What follows belongs to an exercise in optimizing a design on an open flow for small area, a short achievable clock period and few clock cycles per item; a production flow would make more cautious choices.
Where RTL was checked, it was by simulation tests only, not by an equivalence proof against the original.

## old
==> flow/design.v <==
module div_control (
    input  logic       clk,
    input  logic       rst_n,
    input  logic       valid_in,
    input  logic       ready_in,
    input  logic       last,      
    input  logic       none,      
    output logic       load,
    output logic       align,
    output logic       step,
    output logic       ready_out,
    output logic       valid_out
);
    localparam logic [1:0] IDLE = 2'd0, ALIGN = 2'd1, ITER = 2'd2, DONE = 2'd3;
    logic [1:0] state, next_state;
    always_ff @(posedge clk or negedge rst_n) begin
        if (!rst_n)
            state <= IDLE;
        else
            state <= next_state;
    end
    assign ready_out = (state == IDLE) || ((state == DONE) && ready_in);
    assign load      = ready_out && valid_in;
    assign align     = (state == ALIGN);
    assign step      = (state == ITER);
    assign valid_out = (state == DONE);
    always_comb begin
        next_state = state;
        case (state)
            IDLE:  if (valid_in) next_state = none ? DONE : ALIGN;
            ALIGN: next_state = ITER;
            ITER:  if (last) next_state = DONE;
            DONE:  if (ready_in) next_state = valid_in ? (none ? DONE : ALIGN) : IDLE;
        endcase
    end
endmodule
module div_datapath #(
    parameter int NW = 8
) (
    input  logic        clk,
    input  logic        load,
    input  logic        align,
    input  logic        step,
    input  logic [31:0] dividend,
    input  logic [31:0] divisor,
    output logic        last,
    output logic        none,
    output logic [31:0] quotient,
    output logic [31:0] remainder
);
    logic [31:0]   d;       
    logic [NW+1:0] d3;      
    logic          nar;     
    logic [31:0]   rem;     
    logic [31:0]   dq;      
    logic [4:0]    cnt;     
    function automatic logic [4:0] lead(input logic [31:0] x);
        logic [15:0] v1; logic [15:0]     p1;
        logic [7:0]  v2; logic [7:0][1:0] p2;
        logic [3:0]  v3; logic [3:0][2:0] p3;
        logic [1:0]  v4; logic [1:0][3:0] p4;
        for (int i = 0; i < 16; i++) begin
            v1[i] = x[2*i+1] | x[2*i];
            p1[i] = x[2*i+1];
        end
        for (int i = 0; i < 8; i++) begin
            v2[i] = v1[2*i+1] | v1[2*i];
            p2[i] = v1[2*i+1] ? {1'b1, p1[2*i+1]} : {1'b0, p1[2*i]};
        end
        for (int i = 0; i < 4; i++) begin
            v3[i] = v2[2*i+1] | v2[2*i];
            p3[i] = v2[2*i+1] ? {1'b1, p2[2*i+1]} : {1'b0, p2[2*i]};
        end
        for (int i = 0; i < 2; i++) begin
            v4[i] = v3[2*i+1] | v3[2*i];
            p4[i] = v3[2*i+1] ? {1'b1, p3[2*i+1]} : {1'b0, p3[2*i]};
        end
        lead = v4[1] ? {1'b1, p4[1]} : {1'b0, p4[0]};
    endfunction
    function automatic logic [31:0] smear(input logic [31:0] x);
        logic [31:0] t;
        t = x;
        t = t | (t >> 1);
        t = t | (t >> 2);
        t = t | (t >> 4);
        t = t | (t >> 8);
        t = t | (t >> 16);
        smear = t;
    endfunction
    function automatic logic [4:0] sub5(input logic [4:0] x, input logic [4:0] y);
        logic [4:0] g, p, c;
        g = x & ~y;                  
        p = x ^ ~y;                  
        c[0] = 1'b1;
        c[1] = g[0] | p[0];
        c[2] = g[1] | (p[1] & g[0]) | (p[1] & p[0]);
        c[3] = g[2] | (p[2] & g[1]) | (p[2] & p[1] & g[0]) | (p[2] & p[1] & p[0]);
        c[4] = g[3] | (p[3] & g[2]) | (p[3] & p[2] & g[1]) | (p[3] & p[2] & p[1] & g[0])
             | (p[3] & p[2] & p[1] & p[0]);
        sub5 = p ^ c;
    endfunction
    logic [4:0]  pa, pb, s;
    logic        bz;
    assign pa   = lead(dividend);
    assign pb   = lead(divisor);
    assign bz   = (divisor == 32'd0);
    assign none = bz | (|(divisor & ~smear(dividend)));
    assign s    = sub5(pa, pb);
    logic [4:0]  ss;
    assign ss = nar ? {cnt[4:2], 2'b11} : cnt;
    logic [31:0] rt [0:5];
    assign rt[0] = {rem[0], rem[31:1]};
    for (genvar i = 0; i < 5; i++) begin : g_rt
        assign rt[i+1] = ss[i] ? {rt[i][(1<<i)-1:0], rt[i][31:(1<<i)]} : rt[i];
    end
    logic [31:0] lowmask;
    assign lowmask = 32'h7FFF_FFFF >> ss;
    logic [32:0] rs;
    logic [33:0] diff;
    logic        qbit;
    assign rs   = {rem, dq[31]};
    assign diff = {1'b0, rs} - {2'b0, d};
    assign qbit = ~diff[33];
    function automatic logic [NW+1:0] r4(input logic [NW-1:0] r, input logic [1:0] bits,
                                         input logic [NW-1:0] dv, input logic [NW+1:0] dv3);
        logic [NW+1:0] rs;
        logic [NW+2:0] e1, e2, e3;
        rs = {r, bits};
        e1 = {1'b0, rs} - {3'b0, dv};
        e2 = {1'b0, rs} - {2'b0, dv, 1'b0};
        e3 = {1'b0, rs} - {1'b0, dv3};
        if (!e3[NW+2])      r4 = {2'd3, e3[NW-1:0]};
        else if (!e2[NW+2]) r4 = {2'd2, e2[NW-1:0]};
        else if (!e1[NW+2]) r4 = {2'd1, e1[NW-1:0]};
        else                r4 = {2'd0, rs[NW-1:0]};
    endfunction
    logic [NW+1:0] n1, n2;
    assign n1 = r4(rem[NW-1:0], dq[31:30], d[NW-1:0], d3);
    assign n2 = r4(n1[NW-1:0], dq[29:28], d[NW-1:0], d3);
    always_ff @(posedge clk) begin
        if (load) begin
            d   <= divisor;
            d3  <= {2'b0, divisor[NW-1:0]} + {1'b0, divisor[NW-1:0], 1'b0};
            nar <= (divisor[31:NW] == '0);
            rem <= dividend;
            dq  <= {32{bz}};
            cnt <= s;
        end else if (align) begin
            rem <= rt[5] & lowmask;
            dq  <= rt[5] & ~lowmask;
            cnt <= nar ? {2'b0, ss[4:2]} : ss;
        end else if (step) begin
            if (nar) begin
                rem[NW-1:0] <= n2[NW-1:0];
                dq          <= {dq[27:0], n1[NW+1:NW], n2[NW+1:NW]};
            end else begin
                rem <= qbit ? diff[31:0] : rs[31:0];
                dq  <= {dq[30:0], qbit};
            end
            cnt <= cnt - 5'd1;
        end
    end
    assign last      = (cnt == 5'd0);
    assign quotient  = dq;
    assign remainder = rem;
endmodule
module div_iterative (
    input  logic        clk,
    input  logic        rst_n,
    input  logic        valid_in,
    output logic        ready_out,
    input  logic [31:0] dividend,
    input  logic [31:0] divisor,
    output logic        valid_out,
    input  logic        ready_in,
    output logic [31:0] quotient,
    output logic [31:0] remainder
);
    logic load;
    logic align;
    logic step;
    logic last;
    logic none;
    div_control ctrl (
        .clk       (clk),
        .rst_n     (rst_n),
        .valid_in  (valid_in),
        .ready_in  (ready_in),
        .last      (last),
        .none      (none),
        .load      (load),
        .align     (align),
        .step      (step),
        .ready_out (ready_out),
        .valid_out (valid_out)
    );
    div_datapath data (
        .clk       (clk),
        .load      (load),
        .align     (align),
        .step      (step),
        .dividend  (dividend),
        .divisor   (divisor),
        .last      (last),
        .none      (none),
        .quotient  (quotient),
        .remainder (remainder)
    );
endmodule
Settings: LEC_CHECK=0, CAP_MARGIN=20, CORE_MARGIN=2, CORE_UTILIZATION=40, SLEW_MARGIN=20; clock period 4.0 ns.
run.sh (not shown) runs the stock make flow with config.mk's settings and CLKGATE_MAP_FILE= SYNTH_SCRIPT=/design/flow/synth_recipe.tcl, a recipe that flattens the netlist after the stock synthesis.
STATUS run=old STAGES=ALL_DONE FINAL_CHECKS=FAILED CAUSE=negative setup slack
> inputs changed (old -> new)
--- a/flow/design.v
+++ b/flow/design.v
@@ -107,7 +107,7 @@
     assign none = bz | (|(divisor & ~smear(dividend)));
     assign s    = sub5(pa, pb);
     logic [4:0]  ss;
-    assign ss = nar ? {cnt[4:2], 2'b11} : cnt;
+    assign ss = nar ? {cnt[4:1], 1'b1} : cnt;
     logic [31:0] rt [0:5];
     assign rt[0] = {rem[0], rem[31:1]};
     for (genvar i = 0; i < 5; i++) begin : g_rt
@@ -121,22 +121,20 @@
     assign rs   = {rem, dq[31]};
     assign diff = {1'b0, rs} - {2'b0, d};
     assign qbit = ~diff[33];
-    function automatic logic [NW+1:0] r4(input logic [NW-1:0] r, input logic [1:0] bits,
-                                         input logic [NW-1:0] dv, input logic [NW+1:0] dv3);
-        logic [NW+1:0] rs;
-        logic [NW+2:0] e1, e2, e3;
-        rs = {r, bits};
-        e1 = {1'b0, rs} - {3'b0, dv};
-        e2 = {1'b0, rs} - {2'b0, dv, 1'b0};
-        e3 = {1'b0, rs} - {1'b0, dv3};
-        if (!e3[NW+2])      r4 = {2'd3, e3[NW-1:0]};
-        else if (!e2[NW+2]) r4 = {2'd2, e2[NW-1:0]};
-        else if (!e1[NW+2]) r4 = {2'd1, e1[NW-1:0]};
-        else                r4 = {2'd0, rs[NW-1:0]};
-    endfunction
-    logic [NW+1:0] n1, n2;
-    assign n1 = r4(rem[NW-1:0], dq[31:30], d[NW-1:0], d3);
-    assign n2 = r4(n1[NW-1:0], dq[29:28], d[NW-1:0], d3);
+    logic [NW+1:0] nrs;
+    logic [NW+2:0] e1, e2, e3;
+    logic [1:0]    nq;
+    logic [NW-1:0] nrem;
+    assign nrs = {rem[NW-1:0], dq[31:30]};
+    assign e1  = {1'b0, nrs} - {3'b0, d[NW-1:0]};
+    assign e2  = {1'b0, nrs} - {2'b0, d[NW-1:0], 1'b0};
+    assign e3  = {1'b0, nrs} - {1'b0, d3};
+    always_comb begin
+        if (!e3[NW+2])      begin nq = 2'd3; nrem = e3[NW-1:0];  end
+        else if (!e2[NW+2]) begin nq = 2'd2; nrem = e2[NW-1:0];  end
+        else if (!e1[NW+2]) begin nq = 2'd1; nrem = e1[NW-1:0];  end
+        else                begin nq = 2'd0; nrem = nrs[NW-1:0]; end
+    end
     always_ff @(posedge clk) begin
         if (load) begin
             d   <= divisor;
@@ -148,11 +146,11 @@
         end else if (align) begin
             rem <= rt[5] & lowmask;
             dq  <= rt[5] & ~lowmask;
-            cnt <= nar ? {2'b0, ss[4:2]} : ss;
+            cnt <= nar ? {1'b0, ss[4:1]} : ss;
         end else if (step) begin
             if (nar) begin
-                rem[NW-1:0] <= n2[NW-1:0];
-                dq          <= {dq[27:0], n1[NW+1:NW], n2[NW+1:NW]};
+                rem[NW-1:0] <= nrem;
+                dq          <= {dq[29:0], nq};
             end else begin
                 rem <= qbit ? diff[31:0] : rs[31:0];
                 dq  <= {dq[30:0], qbit};
Notes after the runs:
- new finished all stages; the layout is clean.
- new vs. old: met1 usage went down by 3.8 points.
- Taking old as the reference, in new critical path depth down 8; time the worst path needs with I/O delays and setup now sits lower.
- Fraction of area in registers: new vs old up 4.7 points
- new improves on old in final hold slack.
- Core utilization: new lower than old
- Compared with old, in new area after detailed placement fell about 17%, routing usage on met3 rose 0.40 points.
- Between old and new, the via count of the first global-routing pass is lower for new.
Testbench counts of new, summed over its fixed seeds: cycles 16,103, items 3,200.
Only the layout flow was run in old; the RTL was not checked for function there.

========
div_iterative, a different RTL version from the one above (not shown whole).
Size: roughly 1500 cells after synthesis, ~110 flip-flops, roughly 130 I/O pins, roughly 12000 um^2 of cells after synthesis.
==> module div_control, before the edit <==
module div_control (
    input  logic       clk,
    input  logic       rst_n,
    input  logic       valid_in,
    input  logic       ready_in,
    input  logic       last,      
    input  logic       none,      
    output logic       load,
    output logic       align,
    output logic       step,
    output logic       ready_out,
    output logic       valid_out
);
    localparam logic [1:0] IDLE = 2'd0, ALIGN = 2'd1, ITER = 2'd2, DONE = 2'd3;
    logic [1:0] state, next_state;
    always_ff @(posedge clk or negedge rst_n) begin
        if (!rst_n)
            state <= IDLE;
        else
            state <= next_state;
    end
    assign ready_out = (state == IDLE) || ((state == DONE) && ready_in);
    assign load      = ready_out && valid_in;
    assign align     = (state == ALIGN);
    assign step      = (state == ITER);
    assign valid_out = (state == DONE);
    always_comb begin
        next_state = state;
        case (state)
            IDLE:  if (valid_in) next_state = none ? DONE : ALIGN;
            ALIGN: next_state = ITER;
            ITER:  if (last) next_state = DONE;
            DONE:  if (ready_in) next_state = valid_in ? (none ? DONE : ALIGN) : IDLE;
        endcase
    end
endmodule
==> module div_datapath, before the edit <==
module div_datapath (
    input  logic        clk,
    input  logic        load,
    input  logic        align,
    input  logic        step,
    input  logic [31:0] dividend,
    input  logic [31:0] divisor,
    output logic        last,
    output logic        none,
    output logic [31:0] quotient,
    output logic [31:0] remainder
);
    logic [31:0] d;       
    logic [31:0] rem;     
    logic [31:0] dq;      
    logic [5:0]  cnt;     
    logic        nar;     
    function automatic logic [5:0] bitlen(input logic [31:0] x);
        bitlen = 6'd0;
        for (int i = 0; i < 32; i++)
            if (x[i]) bitlen = 6'(i + 1);
    endfunction
    logic [5:0] wa, wb, k_in, k4_in;
    logic       nar_in, bz_in;
    assign wa     = bitlen(dividend);
    assign wb     = bitlen(divisor);
    assign bz_in  = (wb == 6'd0);
    assign none   = bz_in || (wb > wa);
    assign nar_in = (wb <= 6'd8);
    assign k_in   = wa - wb + 6'd1;
    assign k4_in  = nar_in ? ((k_in + 6'd3) & 6'b111100) : k_in;
    logic [31:0] rot, lowmask;
    logic [63:0] dd;
    assign dd      = {dq, dq} >> cnt[4:0];
    assign rot     = dd[31:0];
    assign lowmask = cnt[5] ? 32'd0 : (32'hFFFF_FFFF >> cnt[4:0]);
    logic [32:0] rs;
    logic [33:0] diff;
    logic        qbit;
    assign rs   = {rem, dq[31]};
    assign diff = {1'b0, rs} - {2'b0, d};
    assign qbit = ~diff[33];
    logic [7:0] nr [0:4];
    logic [3:0] nq;
    assign nr[0] = rem[7:0];
    for (genvar j = 0; j < 4; j++) begin : g_nar
        logic [8:0] nrs;
        logic [9:0] ndiff;
        assign nrs   = {nr[j], dq[31-j]};
        assign ndiff = {1'b0, nrs} - {2'b0, d[7:0]};
        assign nq[3-j] = ~ndiff[9];
        assign nr[j+1] = nq[3-j] ? ndiff[7:0] : nrs[7:0];
    end
    always_ff @(posedge clk) begin
        if (load) begin
            d   <= divisor;
            rem <= dividend;
            dq  <= none ? {32{bz_in}} : dividend;
            cnt <= k4_in;
            nar <= nar_in;
        end else if (align) begin
            rem <= rot & lowmask;
            dq  <= rot & ~lowmask;
        end else if (step) begin
            if (nar) begin
                rem <= {24'd0, nr[4]};
                dq  <= {dq[27:0], nq};
                cnt <= cnt - 6'd4;
            end else begin
                rem <= qbit ? diff[31:0] : rs[31:0];
                dq  <= {dq[30:0], qbit};
                cnt <= cnt - 6'd1;
            end
        end
    end
    assign last      = nar ? (cnt == 6'd4) : (cnt == 6'd1);
    assign quotient  = dq;
    assign remainder = rem;
endmodule
Settings: LEC_CHECK=0, CAP_MARGIN=20, CORE_MARGIN=2, CORE_UTILIZATION=40, SLEW_MARGIN=20; clock period 4.0 ns.
The starting point completed, yet does not pass: negative setup slack.
Testbench counts at the start, summed over its fixed seeds: cycles 12,870, items 3,200.
Rerun with:
--- a/flow/design.v
+++ b/flow/design.v
@@ -24,16 +24,16 @@
     assign align     = (state == ALIGN);
     assign step      = (state == ITER);
     assign valid_out = (state == DONE);
     always_comb begin
         next_state = state;
         case (state)
-            IDLE:  if (valid_in) next_state = none ? DONE : ALIGN;
-            ALIGN: next_state = ITER;
+            IDLE:  if (valid_in) next_state = ALIGN;
+            ALIGN: next_state = none ? DONE : ITER;
             ITER:  if (last) next_state = DONE;
-            DONE:  if (ready_in) next_state = valid_in ? (none ? DONE : ALIGN) : IDLE;
+            DONE:  if (ready_in) next_state = valid_in ? ALIGN : IDLE;
         endcase
     end
 endmodule
 module div_datapath (
     input  logic        clk,
     input  logic        load,
@@ -47,72 +47,50 @@
     output logic [31:0] remainder
 );
     logic [31:0] d;       
     logic [31:0] rem;     
     logic [31:0] dq;      
     logic [5:0]  cnt;     
-    logic        nar;     
     function automatic logic [5:0] bitlen(input logic [31:0] x);
         bitlen = 6'd0;
         for (int i = 0; i < 32; i++)
             if (x[i]) bitlen = 6'(i + 1);
     endfunction
-    logic [5:0] wa, wb, k_in, k4_in;
-    logic       nar_in, bz_in;
-    assign wa     = bitlen(dividend);
-    assign wb     = bitlen(divisor);
-    assign bz_in  = (wb == 6'd0);
-    assign none   = bz_in || (wb > wa);
-    assign nar_in = (wb <= 6'd8);
-    assign k_in   = wa - wb + 6'd1;
-    assign k4_in  = nar_in ? ((k_in + 6'd3) & 6'b111100) : k_in;
+    logic [5:0] wa, wb, k_in;
+    assign wa   = bitlen(dividend);
+    assign wb   = bitlen(divisor);
+    assign k_in = (wb == 6'd0 || wb > wa) ? 6'd0 : wa - wb + 6'd1;
     logic [31:0] rot, lowmask;
     logic [63:0] dd;
     assign dd      = {dq, dq} >> cnt[4:0];
     assign rot     = dd[31:0];
     assign lowmask = cnt[5] ? 32'd0 : (32'hFFFF_FFFF >> cnt[4:0]);
+    logic dzero;
+    assign dzero = (d == 32'd0);
     logic [32:0] rs;
     logic [33:0] diff;
     logic        qbit;
     assign rs   = {rem, dq[31]};
     assign diff = {1'b0, rs} - {2'b0, d};
     assign qbit = ~diff[33];
-    logic [7:0] nr [0:4];
-    logic [3:0] nq;
-    assign nr[0] = rem[7:0];
-    for (genvar j = 0; j < 4; j++) begin : g_nar
-        logic [8:0] nrs;
-        logic [9:0] ndiff;
-        assign nrs   = {nr[j], dq[31-j]};
-        assign ndiff = {1'b0, nrs} - {2'b0, d[7:0]};
-        assign nq[3-j] = ~ndiff[9];
-        assign nr[j+1] = nq[3-j] ? ndiff[7:0] : nrs[7:0];
-    end
     always_ff @(posedge clk) begin
         if (load) begin
             d   <= divisor;
-            rem <= dividend;
-            dq  <= none ? {32{bz_in}} : dividend;
-            cnt <= k4_in;
-            nar <= nar_in;
+            dq  <= dividend;
+            cnt <= k_in;
         end else if (align) begin
             rem <= rot & lowmask;
-            dq  <= rot & ~lowmask;
+            dq  <= (rot & ~lowmask) | {32{dzero}};
         end else if (step) begin
-            if (nar) begin
-                rem <= {24'd0, nr[4]};
-                dq  <= {dq[27:0], nq};
-                cnt <= cnt - 6'd4;
-            end else begin
-                rem <= qbit ? diff[31:0] : rs[31:0];
-                dq  <= {dq[30:0], qbit};
-                cnt <= cnt - 6'd1;
-            end
+            rem <= qbit ? diff[31:0] : rs[31:0];
+            dq  <= {dq[30:0], qbit};
+            cnt <= cnt - 6'd1;
         end
     end
-    assign last      = nar ? (cnt == 6'd4) : (cnt == 6'd1);
+    assign last      = (cnt == 6'd1);
+    assign none      = (cnt == 6'd0);
     assign quotient  = dq;
     assign remainder = rem;
 endmodule
 module div_iterative (
     input  logic        clk,
     input  logic        rst_n,
Outcome: The changed run passed the timing, design-rule and antenna checks; setup slack is better by 3.2 ns; core utilization shrinks by 5.9 points; maximum frequency goes up by about 80%; via count came out lower by about 28%; worst hold slack got worse by 0.024 ns; global-route usage falls by 4.1 points; cell area came out lower by about 30%; final cell count falls by 29%; die area went down by 19%; synthesized area shrinks by about 20%; routed wire length goes down by about 30%.
Testbench counts after the change, summed over its fixed seeds: cycles 23,992, items 3,200.

port drivers added, routing unchanged:
Ports are ideal in the flow. The routed layouts listed here were re-timed in OpenROAD.
Step 1 (the two cells are an assumption about what drives the block):
set clk [get_ports {clk}]
set_driving_cell -lib_cell sky130_fd_sc_hd__clkbuf_16 $clk
set_driving_cell -lib_cell sky130_fd_sc_hd__buf_2 [delete_from_list [all_inputs] $clk]
Step 2 also shifts input and output timing later by t, the mid clock arrival at the registers, as if the neighbouring blocks saw the same clock.
Slacks: ideal ports / drivers / drivers and shift; pairs: ideal ports / drivers.
run	shift t [ns]	setup slack, ns	latest minus earliest clock arrival (ns)
old	0.481	-0.467 / -0.467 / -0.467	0.015 / 0.016
new	0.475	0.272 / 0.272 / -0.172	0.011 / 0.012
the first run of note 2	0.419	-3.060 / -3.060 / -3.060	0.018 / 0.018
the second run of note 2	0.418	0.164 / 0.186 / -0.233	0.022 / 0.023
Met with ideal ports but missed after step 2: setup timing in new and the second run of note 2. For new, which loses most, drivers alone change the setup slack by 0.000 ns; drivers and shift together by -0.444 ns.
